Context: an optimization exercise on an open-source flow, tuned for small area and a short achievable clock period. The choices shown serve that exercise and are no tape-out recipe.
Function was checked by simulation only, so behaviour that the tests miss may differ from the original.
No activity file was given, so power comes from the tool's default toggle rates.

`flow/constraint.sdc`:
```
create_clock -name core_clock -period 5.5 [get_ports {clk}]
set_input_delay 1.1000 -clock core_clock [delete_from_list [all_inputs] [get_ports {clk}]]
set_output_delay 1.1000 -clock core_clock [all_outputs]
set_load 0.01 [all_outputs]
```
`flow/design.v`:
```
module div_uu(clk, rst, ena, iready, z, d, q, s, div0, ovf, oready);
	parameter z_width = 64;
	parameter d_width = z_width /2;
	input clk;                
	input rst;                
	input ena;                
	input  [z_width -1:0] z;  
	input  [d_width -1:0] d;  
	output [d_width -1:0] q;  
	output [d_width -1:0] s;  
	input iready;
	output div0;
	output ovf;
	output oready;
	reg [d_width-1:0] q;
	reg [d_width-1:0] s;
	reg div0;
	reg ovf;
	reg oready;
	function [z_width:0] gen_s;
		input [z_width:0] si;
		input [z_width:0] di;
	begin
	  if(si[z_width])
	    gen_s = {si[z_width-1:0], 1'b0} + di;
	  else
	    gen_s = {si[z_width-1:0], 1'b0} - di;
	end
	endfunction
	function [d_width-1:0] gen_q;
		input [d_width-1:0] qi;
		input [z_width:0] si;
	begin
	  gen_q = {qi[d_width-2:0], ~si[z_width]};
	end
	endfunction
	function [d_width-1:0] assign_s;
		input [z_width:0] si;
		input [z_width:0] di;
		reg [z_width:0] tmp;
	begin
	  if(si[z_width])
	    tmp = si + di;
	  else
	    tmp = si;
	  assign_s = tmp[z_width-1:z_width-d_width];
	end
	endfunction
	reg [d_width-1:0] q_pipe  [d_width-1:0];
	reg [z_width:0] s_pipe  [d_width:0];
	reg [z_width:0] d_pipe  [d_width:0];
	reg [0:0] v_pipe [d_width:0];
	reg [d_width:0] div0_pipe, ovf_pipe;
	integer v0, n0, n1, n2, n3;
	always @(posedge clk)
		if (rst)
			v_pipe[0] <= 1'b0;
		else if (ena)
			v_pipe[0] <= iready;
	always @(posedge clk)
		if (rst)
			for(v0=1; v0 < d_width; v0=v0+1)
				v_pipe[v0] <= 1'b0;
		else if (ena)
			for(v0=1; v0 < d_width; v0=v0+1)
				v_pipe[v0] <= v_pipe[v0-1];
	always @(d)
	  d_pipe[0] <= {1'b0, d, {(z_width-d_width){1'b0}} };
	always @(posedge clk)
	  if(ena)
	    for(n0=1; n0 <= d_width; n0=n0+1)
	       d_pipe[n0] <= d_pipe[n0-1];
	always @(z)
	  s_pipe[0] <= z;
	always @(posedge clk)
	  if(ena)
	    for(n1=1; n1 <= d_width; n1=n1+1)
	       s_pipe[n1] <= gen_s(s_pipe[n1-1], d_pipe[n1-1]);
	always @(posedge clk)
	  q_pipe[0] <= 0;
	always @(posedge clk)
	  if(ena)
	    for(n2=1; n2 < d_width; n2=n2+1)
	       q_pipe[n2] <= gen_q(q_pipe[n2-1], s_pipe[n2]);
	always @(z or d)
	begin
	  ovf_pipe[0]  <= !(z[z_width-1:d_width] < d);
	  div0_pipe[0] <= ~|d;
	end
	always @(posedge clk)
	  if(ena)
	    for(n3=1; n3 <= d_width; n3=n3+1)
	    begin
	        ovf_pipe[n3] <= ovf_pipe[n3-1];
	        div0_pipe[n3] <= div0_pipe[n3-1];
	    end
	always @(posedge clk)
	  if(ena)
	    ovf <= ovf_pipe[d_width];
	always @(posedge clk)
	  if(ena)
	    div0 <= div0_pipe[d_width];
	always @(posedge clk) begin
	  if(ena) begin
		oready <= v_pipe[d_width-1];
	    q <= gen_q(q_pipe[d_width-1], s_pipe[d_width]);
	  end
	  if(rst)
		oready <= 1'b0;
	end
	always @(posedge clk)
	  if(ena)
	    s <= assign_s(s_pipe[d_width], d_pipe[d_width]);
endmodule
```
`flow/run.sh`:
```
#!/bin/bash
# synth_recipe.tcl (not shown) runs the flow's synth.tcl, then flattens the netlist and writes it again
# the make line also repeats each setting of config.mk as NAME=value (left out here)
make -C /OpenROAD-flow-scripts/flow DESIGN_CONFIG=/design/flow/config.mk WORK_HOME=/design/flow/orfs CLKGATE_MAP_FILE= SYNTH_SCRIPT=/design/flow/synth_recipe.tcl finish
```
`flow/config.mk`:
```
export PLATFORM = sky130hd
export DESIGN_NAME = div_uu
export DESIGN_NICKNAME = div_uu
export VERILOG_FILES = /design/flow/design.v
export SDC_FILE = /design/flow/constraint.sdc
export NUM_CORES = 4
export LEC_CHECK = 0
export CAP_MARGIN = 20
export CORE_MARGIN = 2
export CORE_UTILIZATION = 40
export SLEW_MARGIN = 20
```
==> summary.md <==
| Metric | Value |
|---|---|
| Most area-hungry cell type in the Yosys netlist | edfxtp_1 |
| Pwr Density | 714 nW/um^2 |
| Maximum resistive drop on vdd | 0.000337 V |
| Synth Area in Simple Gates | 9.59% |
| Outcome | finished clean |
| Dominant combinational cell family by area after synthesis | compound AO/OA/AOI/OAI gates |
| Post-Synth Adder-Cell Area | 8.77% |
| Skew final | 63.3 ps |
| Clock Pin Slew Worst Setup and Hold Paths | 60 ps |
| Largest net degree at the start of global routing | 166 |
| Setup TNS | 0 ps |
| Drt pass-1 iters | 6 |
| WL met1 | 176,000 um |
| Slew @ Worst Pin | 958 ps |
| Synth warn | 5 |
| Part of the Yosys area used for sequential elements | 56.5% |
| Final Cycle Share | 91.8% |
| Hold Vio Cnt, Final | 0 |
| CTS sink count | 3,235 |
| Max Root-Sink Buffers | 4 |
| Initial antenna violation count | 18 |
| Max-Cap Viols | 0 |
| Kind of critical path | flip-flop to flip-flop |
| Final Critical Period | 5050 ps |
| P_leak | 73.7 nW |
| Commonest cells in the netlist | edfxtp_1 (3,202), a21oi_1 (1,367), nor2_1 (1,194), ha_1 (1,148), xor2_1 (1,000) |
| DR DRC count | 0 |
| Nets@finish | 15.9k |
| GRT overflow | 0 |
| Slew Viols, Final | 0 |
| Top-count cell post-synth | edfxtp_1 |
| IO Count | 167 |
| Final GP Congestion | 0.904 |
| Critical path peak fanout | 7 |
| RSZ-0062 raised after global routing | false |
| Proportion of synthesized area in mux cells | 0.612% |
| Initial Utilization | 40.1% |
| I/O Buffers | 166 |
| Crit path DAT | 5730 ps |
| Placeable Area | 427,000 um^2 |
| Netlist cell types | 93 |
| Post-Synth XOR/XNOR Area | 9.59% |
| Synthesized instance count | 14.1k |
| DP HPWL | 292,000 um |
| Nature of the critical path startpoint | flip-flop |
| EDFF count, synth | 3,202 |
| Die width | 658 um |
| Non-filler cells in the finished layout | 20.6k |
| CTS Buf Count | 367 |
| Mapped Avg Cell Area | 12.1 um^2 |
| WL/cell | 18.9 um |
| TritonCTS clock tree | built |
| Die Span Y | 658 um |
| Clock Tree Root | clkbuf_16 |
| Primary FF master, synth | edfxtp_1 |
| WP data required | 6180 ps |
| WL met2 | 184,000 um |
| GRT Overall Usage | 17.5% |
| FF/Latch Area | 96,800 um^2 |
| Metal3 WL | 18,800 um |
| Placed cell count | 19.9k |
| Max Freq | 198 MHz |
| Filler Cell Count | 38.8k |
| Slew HR | 35.6% |
| Initial DRC Count | 8,342 |
| Share of the synthesized area in the top cell type | 56.2% |
| Area delta synth->final | 12.8% |
| Final setup viols | 0 |
| Num rows | 240 |
| DR top layer | met5 |
| Worst Hold Class | flip-flop to flip-flop |
| First-pass GRT wire length | 608,000 um |
| Synthesized area | 171,000 um^2 |
| Clock latency (worst-skew pair) | 960 ps |
| Multi-input logic area | 71,700 um^2 |
| Compound-Gate Fraction of Synth Area | 13.3% |
| Drt total wl | 390,000 um |
| Asr flop ratio synth | 0% |
| Fraction of layout cells with a size suffix above 1 | 6.05% |
| Routed via count | 110k |
| Vias per cell | 5.34 |
| # hold bufs at CTS | 0 |
| Top post-synthesis cells by area | edfxtp_1 (56%), ha_1 (8.4%), xor2_1 (5.1%) |
| Worst Setup End Kind | flip-flop |
| Number of nets with antenna violations after routing | 0 |
| CTS H-tree depth | 5 |
| Full die area | 433,000 um^2 |
| Vias in the first global route | 106k |
| Yosys reg bits | 3,235 |
| Post-Syn Nets | 15.4k |
## where the power goes
part / switching (mW) / internal (mW) / leakage, nW
Combinational: 41.3 / 31.1 / 36.3
Clock: 10.2 / 14.3 / 5.81
Sequential: 3.45 / 37.6 / 31.6
Total: 54.9 / 83.0 / 73.7
## metrics by stage
stage	hold WS [ps]	utilization [%]	setup WS (ps)	total power [mW]	instance area, um^2
floorplan	400	-	756	95.1	171000
global placement	400	42.4	457	113	181000
detailed placement	405	42.4	485	113	181000
CTS	377	45.3	404	139	193000
global route	388	45.3	49.5	149	193000
finish	387	45.3	453	138	193000
## metal layers
metal,GRT usage (%),up-vias
li1,-,54200
met1,23.7,52900
met3,2.50,566
met2,29.3,2349
met5,0,-
met4,5.13,4
## cells in the final DEF, fill, tap and decap left out, drive strengths merged, types with 404 or more instances in the layout
cell,n
a21o,612
nor3,404
ha,1148
clkbuf,428
inv,515
nor2,1194
nand2,557
xor2,1000
xnor2,874
o21ai,512
edfxtp,3202
a21oi,1368
## area by class of cell
| cell class | count | area share, % |
|---|---|---|
| antenna | 6 | 0.00777 |
| tap | 5687 | 3.68 |
| inverter | 497 | 0.966 |
| timing repair buffer | 382 | 1.90 |
| sequential | 3235 | 50.1 |
| clock inverter | 239 | 1.29 |
| clock buffer | 428 | 4.94 |
| multi-input combinational | 10100 | 37.1 |
## logic make-up after synthesis
kind of cell	after synthesis
mux	98
compound gates	3610
fa+ha+maj	1181
flops	3235
simple gates	3365
buf+inv	731
xor+xnor	1874
## worst paths after layout
kind	end	slack [ps]	start	cells after the start
worst max-delay path	s_pipe[21][61]	450	d_pipe[20][41]	16
worst min-delay path	s_pipe[8][31]	390	s_pipe[7][30]	0
worst max register to register	s_pipe[21][61]	450	d_pipe[20][41]	16
worst min register to register	s_pipe[8][31]	390	s_pipe[7][30]	0
## sequential cells by signal, summed over array words and instances (netlist names)
register and flops:
q_pipe 496, d_pipe 1024, s 32, v_pipe 32, ovf_pipe 32, ovf 1
oready 1, q 32, div0_pipe 32, div0 1, s_pipe 1552
## critical path: stages (launching register included)
cell and delay [ps]:
edfxtp_1 500, or3_1 410, nor4b_1 600, nand2_1 170, nor3b_1 660, a21oi_1 170, xor2_1 180, ha_1 220
a21o_1 260, a21o_1 200, a21o_1 200, a21o_1 180, a21o_1 170, a21o_1 180, a221o_1 340, a31oi_1 240
xnor2_1 90
## what timing repair did
| action | CTS | global route |
|---|---|---|
| resized for setup | 0 | 2 |
| setup buffers | 0 | 0 |
| setup endpoints to repair | 0 | 3 |

[separate check: timing with driven ports]
How much do the figures lean on ideal ports? The routed layout below was timed once more, with nothing changed but the port constraints. Step 1 sets driving cells, clkbuf_16 on the clock port and buf_2 on the other inputs (assumed; they add their load-dependent delay and slew). Step 2, shift: input delay + t, output delay - t, t = (earliest + latest rising clock arrival at the registers) / 2. This alone moves slack from input paths to output paths. Three values: ideal, step 1, step 2; two values: the first two.
shift t [ns]: 1.054
setup slack, ns: 0.453 / 0.453 / 0.453
worst setup path at the end: register to register
latest minus earliest clock arrival (ns): 0.079 / 0.079
pins driven straight from the clock port: 1
After both steps this run still meets setup and hold. For this run, drivers alone change the setup slack by 0.000 ns; drivers and shift together by 0.000 ns.
